Source: an optimization exercise on an open RTL-to-GDS flow (aim: a short achievable clock period and few clock cycles). Production flows keep margins and buffers that such runs may drop.
Where RTL was checked, it was by simulation tests only, not by an equivalence proof against the original.
Power figures rest on the tool's default switching activity, not on a simulated workload.

==> run a: inputs <==
// encryption_engine
module encryption_engine (
    input wire sysclk,
    input wire arduino_execute,
    output reg arduino_isfinished,
    input wire arduino_reset,
    input wire [7:0] mem_src_dout,
    output reg mem_src_clk,
    output wire mem_src_oce,
    output reg mem_src_ce,
    output reg mem_src_wre,
    output reg [13:0] mem_src_ad,
    output reg [7:0] mem_src_din,
    input wire [7:0] mem_key_dout,
    output reg mem_key_clk,
    output wire mem_key_oce,
    output reg mem_key_ce,
    output reg mem_key_wre,
    output reg [13:0] mem_key_ad,
    output reg [7:0] mem_key_din,
    input wire [7:0] mem_cmd_dout,
    output reg mem_cmd_clk,
    output wire mem_cmd_oce,
    output reg mem_cmd_ce,
    output reg mem_cmd_wre,
    output reg [13:0] mem_cmd_ad,
    output reg [7:0] mem_cmd_din,
    input wire [7:0] mem_dst_dout,
    output reg mem_dst_clk,
    output wire mem_dst_oce,
    output reg mem_dst_ce,
    output reg mem_dst_wre,
    output reg [13:0] mem_dst_ad,
    output reg [7:0] mem_dst_din,
    input wire [7:0] mem_ram_dout,
    output reg mem_ram_clk,
    output wire mem_ram_oce,
    output reg mem_ram_ce,
    output reg mem_ram_wre,
    output reg [13:0] mem_ram_ad,
    output reg [7:0] mem_ram_din
);
clock: 6.0 ns
lec_check: 0
abc_clock_period_in_ps: 2000
cap_margin: 20
core_margin: 2
core_utilization: 70
setup_slack_margin: 3.8
slew_margin: 20
run.sh (not shown) runs the stock make flow with config.mk's settings and CLKGATE_MAP_FILE= SYNTH_SCRIPT=/design/flow/synth_recipe.tcl, a recipe that flattens the netlist after the stock synthesis.
==> run b: changes against run a <==
Settings changed: CORE_UTILIZATION 70 to 40, SETUP_SLACK_MARGIN 3.8 to 4.0.
==> notes.md <==
outcome no timing/DRC/antenna violations; CP Launch Point mem_src_wre; Total Wirelength ~150 mm; first-pass GRT wire length 212 mm; Pwr top sequential cells; Die Y 245 um; Tmin final 2.32 ns
[end of results for run a]
==> notes.md <==
outcome no timing/DRC/antenna violations; post-synth top area share 42.4%; setup violators final 0; Tmin final 2.41 ns; Power per Cell Area 229 nW/um^2; CP Launch Point mem_dst_din[0]; Die Y 323 um; Pwr top the clock network; Filler Cell Count 8860; Vias/cell 5.95; first-pass GRT wire length approximately 240 mm; crit-path cells buf_6
[end of results for run b]
No functional check of the RTL was part of any run of this note.

==> run P <==
encryption_engine, a different RTL version from the one above (not shown whole).
clock: 6.0 ns
lec_check: 0
abc_clock_period_in_ps: 2000
cap_margin: 20
core_margin: 2
core_utilization: 65
setup_slack_margin: 3.8
slew_margin: 20
==> run Z: changes against run P <==
--- a/flow/design.v
+++ b/flow/design.v
@@ -94,12 +94,16 @@
     reg [13:0] ar;                
     reg [13:0] a1;                
     reg        rv;                
     reg        p1;                
     reg        c0, c1;            
     reg [4:0]  wrr;               
+    reg [4:0]  rdr;               
+    reg        m2;                
+    reg        up;                
+    reg        h;                 
     reg [24:0] sc;                
     reg [39:0] kc;                
     reg [4:0]  wc;                
     function [15:0] lstep8;
         input [15:0] l;
         lstep8 = {l[7:0],
@@ -219,13 +223,13 @@
             mem_dst_clk <= ~mem_dst_clk;
             mem_ram_clk <= ~mem_ram_clk;
             exe_r <= arduino_execute;
         end
     end
     wire op = st[DEC] & ~w_any;           
-    wire grp_end = (st[EXE] && !rv && !p1 && !pw) || st[PWB];
+    wire grp_end = (st[EXE] && !rv && !p1 && !pw && (!m2 || h)) || st[PWB];
     wire fetch = (st[DEC] & (w_bs | w_lh | w_ll | (~w_any & ~dq[D01] & ~dq[DCK])))
                | (st[APP] & ~conf)
                | (st[IDLE] & exe_r);
     always @(posedge sysclk) begin
         if (arduino_reset) begin
             arduino_isfinished <= 1'b0;
@@ -268,22 +272,28 @@
             a1 <= 14'd0;
             rv <= 1'b0;
             p1 <= 1'b0;
             c0 <= 1'b0;
             c1 <= 1'b0;
             wrr <= 5'd0;
+            rdr <= 5'd0;
+            m2 <= 1'b0;
+            up <= 1'b0;
+            h <= 1'b0;
             sc <= 25'd0;
             kc <= 40'd0;
             wc <= 5'd0;
             mem_src_ce <= 1'b0; mem_src_wre <= 1'b0; mem_src_ad <= 14'd0; mem_src_din <= 8'd0;
             mem_key_ce <= 1'b0; mem_key_wre <= 1'b0; mem_key_ad <= 14'd0; mem_key_din <= 8'd0;
             mem_cmd_ce <= 1'b0; mem_cmd_wre <= 1'b0; mem_cmd_ad <= 14'd0; mem_cmd_din <= 8'd0;
             mem_dst_ce <= 1'b0; mem_dst_wre <= 1'b0; mem_dst_ad <= 14'd0; mem_dst_din <= 8'd0;
             mem_ram_ce <= 1'b0; mem_ram_wre <= 1'b0; mem_ram_ad <= 14'd0; mem_ram_din <= 8'd0;
         end else if (ph) begin
-            if (st[EXE]) mem_cmd_ad <= an;
+            if (st[EXE]) begin
+                if (!m2 || h) mem_cmd_ad <= an;
+            end
             else if (st[PRE]) mem_cmd_ad <= 14'd0;
             else mem_cmd_ad <= pcn;
             if (st[IDLE]) arduino_isfinished <= 1'b0;
             if (st[RD]) st <= 10'd1 << DEC;
             if (st[DEC]) begin
                 w_bs <= ~w_any & dq[D20];
@@ -323,22 +333,23 @@
                         st <= 10'd1 << DONE;
                     end
                 end
                 if (w_v | (op & dq[DCK])) st <= 10'd1 << CHK;
             end
             if (st[CHK]) begin
-                conf <= g_ne && !p_small &&
-                        ((|(p_d & g_rd)) | (|((sux | suy) & (g_wrb | p_d)))
-                         | (p_35 && nks[NK]));
+                conf <= g_ne && p_35 && nks[NK];
+                up <= g_ne && !p_small &&
+                      ((|(p_d & g_rd)) | (|((sux | suy) & (g_wrb | p_d))));
                 st <= 10'd1 << APP;
             end
             if (st[APP]) begin
                 if (conf) begin
                     st <= 10'd1 << PRE;
                 end else begin
                     g_ne <= 1'b1;
+                    if (up) m2 <= 1'b1;
                     if (p_small) begin
                         fm[(0*5+3)*FW +: FW] <= {p_v0, 8'd0};
                         fw[0*5+3] <= 1'b1;
                         if (p_two) begin
                             fm[(1*5+3)*FW +: FW] <= {p_v1, 8'd0};
                             fw[1*5+3] <= 1'b1;
@@ -367,30 +378,43 @@
             if (fetch) begin
                 pcn <= pcn1;
                 mem_cmd_ce <= 1'b1;
                 st <= 10'd1 << RD;
             end
             if (st[PRE]) begin
-                wrr <= g_wrb | (g_wr & ~g_rd);
-                pw <= g_wr[3] & ~g_wrb[3] & g_rd[3];
-                mem_src_ad <= 14'd0; mem_src_ce <= g_rd[0] & ~g_wr[0]; mem_src_wre <= g_wr[0];
-                mem_key_ad <= 14'd0; mem_key_ce <= g_rd[1] & ~g_wr[1]; mem_key_wre <= g_wr[1];
-                mem_cmd_ce <= g_rd[2]; mem_cmd_wre <= 1'b0;
-                mem_dst_ad <= 14'd0; mem_dst_ce <= g_rd[3] & ~g_wrb[3];
-                mem_dst_wre <= g_wrb[3] | (g_wr[3] & ~g_rd[3]);
-                mem_ram_ad <= 14'd0; mem_ram_ce <= g_rd[4] & ~g_wr[4]; mem_ram_wre <= g_wr[4];
+                if (m2) begin
+                    wrr <= g_wr;
+                    rdr <= g_rd;
+                    pw <= 1'b0;
+                    mem_src_ad <= 14'd0; mem_src_ce <= g_rd[0]; mem_src_wre <= 1'b0;
+                    mem_key_ad <= 14'd0; mem_key_ce <= g_rd[1]; mem_key_wre <= 1'b0;
+                    mem_cmd_ce <= g_rd[2]; mem_cmd_wre <= 1'b0;
+                    mem_dst_ad <= 14'd0; mem_dst_ce <= g_rd[3]; mem_dst_wre <= 1'b0;
+                    mem_ram_ad <= 14'd0; mem_ram_ce <= g_rd[4]; mem_ram_wre <= 1'b0;
+                end else begin
+                    wrr <= g_wrb | (g_wr & ~g_rd);
+                    rdr <= g_rd & ~g_wrb;
+                    pw <= g_wr[3] & ~g_wrb[3] & g_rd[3];
+                    mem_src_ad <= 14'd0; mem_src_ce <= g_rd[0] & ~g_wr[0]; mem_src_wre <= g_wr[0];
+                    mem_key_ad <= 14'd0; mem_key_ce <= g_rd[1] & ~g_wr[1]; mem_key_wre <= g_wr[1];
+                    mem_cmd_ce <= g_rd[2]; mem_cmd_wre <= 1'b0;
+                    mem_dst_ad <= 14'd0; mem_dst_ce <= g_rd[3] & ~g_wrb[3];
+                    mem_dst_wre <= g_wrb[3] | (g_wr[3] & ~g_rd[3]);
+                    mem_ram_ad <= 14'd0; mem_ram_ce <= g_rd[4] & ~g_wr[4]; mem_ram_wre <= g_wr[4];
+                end
+                h <= 1'b0;
                 for (i = 0; i < NK; i = i + 1)
                     kq[i*8 +: 8] <= keyb(lk[i*16 +: 16]);
                 ar <= 14'd0;
                 rv <= 1'b1;
                 p1 <= 1'b0;
                 c0 <= 1'b1;
                 c1 <= 1'b0;
                 st <= 10'd1 << EXE;
             end
-            if (st[EXE]) begin
+            if (st[EXE] && !m2) begin
                 ar <= an;
                 if (g_bulk ? (&ar) : c1) rv <= 1'b0;
                 c0 <= 1'b0;
                 c1 <= c0;
                 p1 <= rv;
                 a1 <= ar;
@@ -421,12 +445,51 @@
                         mem_dst_ce <= fw[0*5+3];
                         mem_dst_wre <= 1'b1;
                         st <= 10'd1 << PWA;
                     end
                 end
             end
+            if (st[EXE] && m2 && !h) begin
+                if (g_bulk ? (&ar) : c1) rv <= 1'b0;
+                c0 <= 1'b0;
+                c1 <= c0;
+                p1 <= rv;
+                a1 <= ar;
+                sc <= sc_n;
+                kc <= kc_n;
+                wc <= wc_n;
+                for (i = 0; i < NK; i = i + 1) begin
+                    lk[i*16 +: 16] <= lstep8(lk[i*16 +: 16]);
+                    kq[i*8 +: 8] <= keyb(lstep8(lk[i*16 +: 16]));
+                end
+                if (wrr[0]) begin mem_src_ad <= a1; mem_src_din <= wd[0*8 +: 8]; mem_src_ce <= wc[0]; mem_src_wre <= 1'b1; end
+                if (wrr[1]) begin mem_key_ad <= a1; mem_key_din <= wd[1*8 +: 8]; mem_key_ce <= wc[1]; mem_key_wre <= 1'b1; end
+                if (wrr[3]) begin mem_dst_ad <= a1; mem_dst_din <= wd[3*8 +: 8]; mem_dst_ce <= wc[3]; mem_dst_wre <= 1'b1; end
+                if (wrr[4]) begin mem_ram_ad <= a1; mem_ram_din <= wd[4*8 +: 8]; mem_ram_ce <= wc[4]; mem_ram_wre <= 1'b1; end
+                h <= 1'b1;
+            end
+            if (st[EXE] && m2 && h) begin
+                ar <= an;
+                if (rdr[0]) begin mem_src_ad <= an; mem_src_ce <= rv; mem_src_wre <= 1'b0; end
+                else mem_src_ce <= 1'b0;
+                if (rdr[1]) begin mem_key_ad <= an; mem_key_ce <= rv; mem_key_wre <= 1'b0; end
+                else mem_key_ce <= 1'b0;
+                if (rdr[3]) begin mem_dst_ad <= an; mem_dst_ce <= rv; mem_dst_wre <= 1'b0; end
+                else mem_dst_ce <= 1'b0;
+                if (rdr[4]) begin mem_ram_ad <= an; mem_ram_ce <= rv; mem_ram_wre <= 1'b0; end
+                else mem_ram_ce <= 1'b0;
+                mem_cmd_ce <= rdr[2] & rv;
+                h <= 1'b0;
+                if (!rv && !p1) begin
+                    mem_src_ce <= 1'b0; mem_src_wre <= 1'b0;
+                    mem_key_ce <= 1'b0; mem_key_wre <= 1'b0;
+                    mem_cmd_ce <= 1'b0; mem_cmd_wre <= 1'b0;
+                    mem_dst_ce <= 1'b0; mem_dst_wre <= 1'b0;
+                    mem_ram_ce <= 1'b0; mem_ram_wre <= 1'b0;
+                end
+            end
             if (st[PWA]) begin
                 mem_dst_ad <= 14'd1;
                 mem_dst_din <= fm[(1*5+3)*FW+8 +: 8];
                 mem_dst_ce <= fw[1*5+3];
                 st <= 10'd1 << PWB;
             end
@@ -441,12 +504,13 @@
                 fw <= 15'd0;
                 g_rd <= 5'd0;
                 g_wr <= 5'd0;
                 g_wrb <= 5'd0;
                 g_ne <= 1'b0;
                 g_bulk <= 1'b0;
+                m2 <= 1'b0;
                 nks <= 1;
                 if (fin) begin
                     arduino_isfinished <= 1'b1;
                     st <= 10'd1 << DONE;
                 end else begin
                     st <= 10'd1 << CHK;
- CORE_UTILIZATION: 65 -> 55
- SETUP_SLACK_MARGIN: 3.8 -> 3.9
==> run F: changes against run P <==
- CTS_BUF_LIST: unset -> sky130_fd_sc_hd__clkbuf_8
==> run D: changes against run P <==
--- a/flow/design.v
+++ b/flow/design.v
@@ -94,12 +94,16 @@
     reg [13:0] ar;                
     reg [13:0] a1;                
     reg        rv;                
     reg        p1;                
     reg        c0, c1;            
     reg [4:0]  wrr;               
+    reg [4:0]  rdr;               
+    reg        m2;                
+    reg        up;                
+    reg        h;                 
     reg [24:0] sc;                
     reg [39:0] kc;                
     reg [4:0]  wc;                
     function [15:0] lstep8;
         input [15:0] l;
         lstep8 = {l[7:0],
@@ -219,13 +223,13 @@
             mem_dst_clk <= ~mem_dst_clk;
             mem_ram_clk <= ~mem_ram_clk;
             exe_r <= arduino_execute;
         end
     end
     wire op = st[DEC] & ~w_any;           
-    wire grp_end = (st[EXE] && !rv && !p1 && !pw) || st[PWB];
+    wire grp_end = (st[EXE] && !rv && !p1 && !pw && (!m2 || h)) || st[PWB];
     wire fetch = (st[DEC] & (w_bs | w_lh | w_ll | (~w_any & ~dq[D01] & ~dq[DCK])))
                | (st[APP] & ~conf)
                | (st[IDLE] & exe_r);
     always @(posedge sysclk) begin
         if (arduino_reset) begin
             arduino_isfinished <= 1'b0;
@@ -268,22 +272,28 @@
             a1 <= 14'd0;
             rv <= 1'b0;
             p1 <= 1'b0;
             c0 <= 1'b0;
             c1 <= 1'b0;
             wrr <= 5'd0;
+            rdr <= 5'd0;
+            m2 <= 1'b0;
+            up <= 1'b0;
+            h <= 1'b0;
             sc <= 25'd0;
             kc <= 40'd0;
             wc <= 5'd0;
             mem_src_ce <= 1'b0; mem_src_wre <= 1'b0; mem_src_ad <= 14'd0; mem_src_din <= 8'd0;
             mem_key_ce <= 1'b0; mem_key_wre <= 1'b0; mem_key_ad <= 14'd0; mem_key_din <= 8'd0;
             mem_cmd_ce <= 1'b0; mem_cmd_wre <= 1'b0; mem_cmd_ad <= 14'd0; mem_cmd_din <= 8'd0;
             mem_dst_ce <= 1'b0; mem_dst_wre <= 1'b0; mem_dst_ad <= 14'd0; mem_dst_din <= 8'd0;
             mem_ram_ce <= 1'b0; mem_ram_wre <= 1'b0; mem_ram_ad <= 14'd0; mem_ram_din <= 8'd0;
         end else if (ph) begin
-            if (st[EXE]) mem_cmd_ad <= an;
+            if (st[EXE]) begin
+                if (!m2 || h) mem_cmd_ad <= an;
+            end
             else if (st[PRE]) mem_cmd_ad <= 14'd0;
             else mem_cmd_ad <= pcn;
             if (st[IDLE]) arduino_isfinished <= 1'b0;
             if (st[RD]) st <= 10'd1 << DEC;
             if (st[DEC]) begin
                 w_bs <= ~w_any & dq[D20];
@@ -323,22 +333,23 @@
                         st <= 10'd1 << DONE;
                     end
                 end
                 if (w_v | (op & dq[DCK])) st <= 10'd1 << CHK;
             end
             if (st[CHK]) begin
-                conf <= g_ne && !p_small &&
-                        ((|(p_d & g_rd)) | (|((sux | suy) & (g_wrb | p_d)))
-                         | (p_35 && nks[NK]));
+                conf <= g_ne && p_35 && nks[NK];
+                up <= g_ne && !p_small &&
+                      ((|(p_d & g_rd)) | (|((sux | suy) & (g_wrb | p_d))));
                 st <= 10'd1 << APP;
             end
             if (st[APP]) begin
                 if (conf) begin
                     st <= 10'd1 << PRE;
                 end else begin
                     g_ne <= 1'b1;
+                    if (up) m2 <= 1'b1;
                     if (p_small) begin
                         fm[(0*5+3)*FW +: FW] <= {p_v0, 8'd0};
                         fw[0*5+3] <= 1'b1;
                         if (p_two) begin
                             fm[(1*5+3)*FW +: FW] <= {p_v1, 8'd0};
                             fw[1*5+3] <= 1'b1;
@@ -367,30 +378,43 @@
             if (fetch) begin
                 pcn <= pcn1;
                 mem_cmd_ce <= 1'b1;
                 st <= 10'd1 << RD;
             end
             if (st[PRE]) begin
-                wrr <= g_wrb | (g_wr & ~g_rd);
-                pw <= g_wr[3] & ~g_wrb[3] & g_rd[3];
-                mem_src_ad <= 14'd0; mem_src_ce <= g_rd[0] & ~g_wr[0]; mem_src_wre <= g_wr[0];
-                mem_key_ad <= 14'd0; mem_key_ce <= g_rd[1] & ~g_wr[1]; mem_key_wre <= g_wr[1];
-                mem_cmd_ce <= g_rd[2]; mem_cmd_wre <= 1'b0;
-                mem_dst_ad <= 14'd0; mem_dst_ce <= g_rd[3] & ~g_wrb[3];
-                mem_dst_wre <= g_wrb[3] | (g_wr[3] & ~g_rd[3]);
-                mem_ram_ad <= 14'd0; mem_ram_ce <= g_rd[4] & ~g_wr[4]; mem_ram_wre <= g_wr[4];
+                if (m2) begin
+                    wrr <= g_wr;
+                    rdr <= g_rd;
+                    pw <= 1'b0;
+                    mem_src_ad <= 14'd0; mem_src_ce <= g_rd[0]; mem_src_wre <= 1'b0;
+                    mem_key_ad <= 14'd0; mem_key_ce <= g_rd[1]; mem_key_wre <= 1'b0;
+                    mem_cmd_ce <= g_rd[2]; mem_cmd_wre <= 1'b0;
+                    mem_dst_ad <= 14'd0; mem_dst_ce <= g_rd[3]; mem_dst_wre <= 1'b0;
+                    mem_ram_ad <= 14'd0; mem_ram_ce <= g_rd[4]; mem_ram_wre <= 1'b0;
+                end else begin
+                    wrr <= g_wrb | (g_wr & ~g_rd);
+                    rdr <= g_rd & ~g_wrb;
+                    pw <= g_wr[3] & ~g_wrb[3] & g_rd[3];
+                    mem_src_ad <= 14'd0; mem_src_ce <= g_rd[0] & ~g_wr[0]; mem_src_wre <= g_wr[0];
+                    mem_key_ad <= 14'd0; mem_key_ce <= g_rd[1] & ~g_wr[1]; mem_key_wre <= g_wr[1];
+                    mem_cmd_ce <= g_rd[2]; mem_cmd_wre <= 1'b0;
+                    mem_dst_ad <= 14'd0; mem_dst_ce <= g_rd[3] & ~g_wrb[3];
+                    mem_dst_wre <= g_wrb[3] | (g_wr[3] & ~g_rd[3]);
+                    mem_ram_ad <= 14'd0; mem_ram_ce <= g_rd[4] & ~g_wr[4]; mem_ram_wre <= g_wr[4];
+                end
+                h <= 1'b0;
                 for (i = 0; i < NK; i = i + 1)
                     kq[i*8 +: 8] <= keyb(lk[i*16 +: 16]);
                 ar <= 14'd0;
                 rv <= 1'b1;
                 p1 <= 1'b0;
                 c0 <= 1'b1;
                 c1 <= 1'b0;
                 st <= 10'd1 << EXE;
             end
-            if (st[EXE]) begin
+            if (st[EXE] && !m2) begin
                 ar <= an;
                 if (g_bulk ? (&ar) : c1) rv <= 1'b0;
                 c0 <= 1'b0;
                 c1 <= c0;
                 p1 <= rv;
                 a1 <= ar;
@@ -421,12 +445,51 @@
                         mem_dst_ce <= fw[0*5+3];
                         mem_dst_wre <= 1'b1;
                         st <= 10'd1 << PWA;
                     end
                 end
             end
+            if (st[EXE] && m2 && !h) begin
+                if (g_bulk ? (&ar) : c1) rv <= 1'b0;
+                c0 <= 1'b0;
+                c1 <= c0;
+                p1 <= rv;
+                a1 <= ar;
+                sc <= sc_n;
+                kc <= kc_n;
+                wc <= wc_n;
+                for (i = 0; i < NK; i = i + 1) begin
+                    lk[i*16 +: 16] <= lstep8(lk[i*16 +: 16]);
+                    kq[i*8 +: 8] <= keyb(lstep8(lk[i*16 +: 16]));
+                end
+                if (wrr[0]) begin mem_src_ad <= a1; mem_src_din <= wd[0*8 +: 8]; mem_src_ce <= wc[0]; mem_src_wre <= 1'b1; end
+                if (wrr[1]) begin mem_key_ad <= a1; mem_key_din <= wd[1*8 +: 8]; mem_key_ce <= wc[1]; mem_key_wre <= 1'b1; end
+                if (wrr[3]) begin mem_dst_ad <= a1; mem_dst_din <= wd[3*8 +: 8]; mem_dst_ce <= wc[3]; mem_dst_wre <= 1'b1; end
+                if (wrr[4]) begin mem_ram_ad <= a1; mem_ram_din <= wd[4*8 +: 8]; mem_ram_ce <= wc[4]; mem_ram_wre <= 1'b1; end
+                h <= 1'b1;
+            end
+            if (st[EXE] && m2 && h) begin
+                ar <= an;
+                if (rdr[0]) begin mem_src_ad <= an; mem_src_ce <= rv; mem_src_wre <= 1'b0; end
+                else mem_src_ce <= 1'b0;
+                if (rdr[1]) begin mem_key_ad <= an; mem_key_ce <= rv; mem_key_wre <= 1'b0; end
+                else mem_key_ce <= 1'b0;
+                if (rdr[3]) begin mem_dst_ad <= an; mem_dst_ce <= rv; mem_dst_wre <= 1'b0; end
+                else mem_dst_ce <= 1'b0;
+                if (rdr[4]) begin mem_ram_ad <= an; mem_ram_ce <= rv; mem_ram_wre <= 1'b0; end
+                else mem_ram_ce <= 1'b0;
+                mem_cmd_ce <= rdr[2] & rv;
+                h <= 1'b0;
+                if (!rv && !p1) begin
+                    mem_src_ce <= 1'b0; mem_src_wre <= 1'b0;
+                    mem_key_ce <= 1'b0; mem_key_wre <= 1'b0;
+                    mem_cmd_ce <= 1'b0; mem_cmd_wre <= 1'b0;
+                    mem_dst_ce <= 1'b0; mem_dst_wre <= 1'b0;
+                    mem_ram_ce <= 1'b0; mem_ram_wre <= 1'b0;
+                end
+            end
             if (st[PWA]) begin
                 mem_dst_ad <= 14'd1;
                 mem_dst_din <= fm[(1*5+3)*FW+8 +: 8];
                 mem_dst_ce <= fw[1*5+3];
                 st <= 10'd1 << PWB;
             end
@@ -441,12 +504,13 @@
                 fw <= 15'd0;
                 g_rd <= 5'd0;
                 g_wr <= 5'd0;
                 g_wrb <= 5'd0;
                 g_ne <= 1'b0;
                 g_bulk <= 1'b0;
+                m2 <= 1'b0;
                 nks <= 1;
                 if (fin) begin
                     arduino_isfinished <= 1'b1;
                     st <= 10'd1 << DONE;
                 end else begin
                     st <= 10'd1 << CHK;
- HOLD_SLACK_MARGIN: unset -> 0.05
- TNS_END_PERCENT: unset -> 100
==> summary of the runs <==
Run F completed without violations. Run Z produced a clean layout. Run P completed with no timing, DRC or antenna violations. Run D passed the timing, DRC and antenna checks. In area after synthesis, run D and run Z do not differ. Clock skew: run P is higher than run D (0.010 ns). Critical path depth is the same in run F and run Z. Of run F and run Z, run Z has the higher die area (gap about 18%, measured against run Z). Register-to-register slack is about the same in run F and run D.
Testbench counts of run P, summed over its fixed seeds: cycles 787,820.
Testbench counts of run Z, summed over its fixed seeds: cycles 754,956.
Testbench counts of run F, summed over its fixed seeds: cycles 787,820.
Testbench counts of run D, summed over its fixed seeds: cycles 754,956.

what the ideal ports hide:
How much do the figures lean on ideal ports? The routed layouts below were timed once more, with nothing changed but the port constraints. Step 1 assumes that a clkbuf_16 drives the clock port and a buf_2 every other input. Step 2 moves the port delays by t, midway between the first and last clock arrival at a register: inputs arrive t later, outputs are due t later. That takes back most of the time a late clock gives input paths. Slacks: ideal / step 1 / step 2; pairs: ideal / step 1.
run	t, ns	setup WS [ns]	clock arrival spread, ns
run a	0.714	3.680 / 3.612 / 2.988	0.027 / 0.027
run b	0.757	3.588 / 3.514 / 3.105	0.060 / 0.060
run P	0.699	3.668 / 3.601 / 3.040	0.025 / 0.025
run Z	0.710	3.659 / 3.586 / 3.067	0.029 / 0.029
run F	0.808	3.557 / 3.495 / 2.973	0.047 / 0.047
run D	0.690	3.677 / 3.612 / 3.005	0.015 / 0.016
After both steps every run listed still meets setup and hold. The setup slack of run a, which loses most, moves by -0.068 ns with the drivers and by -0.692 ns with both steps.
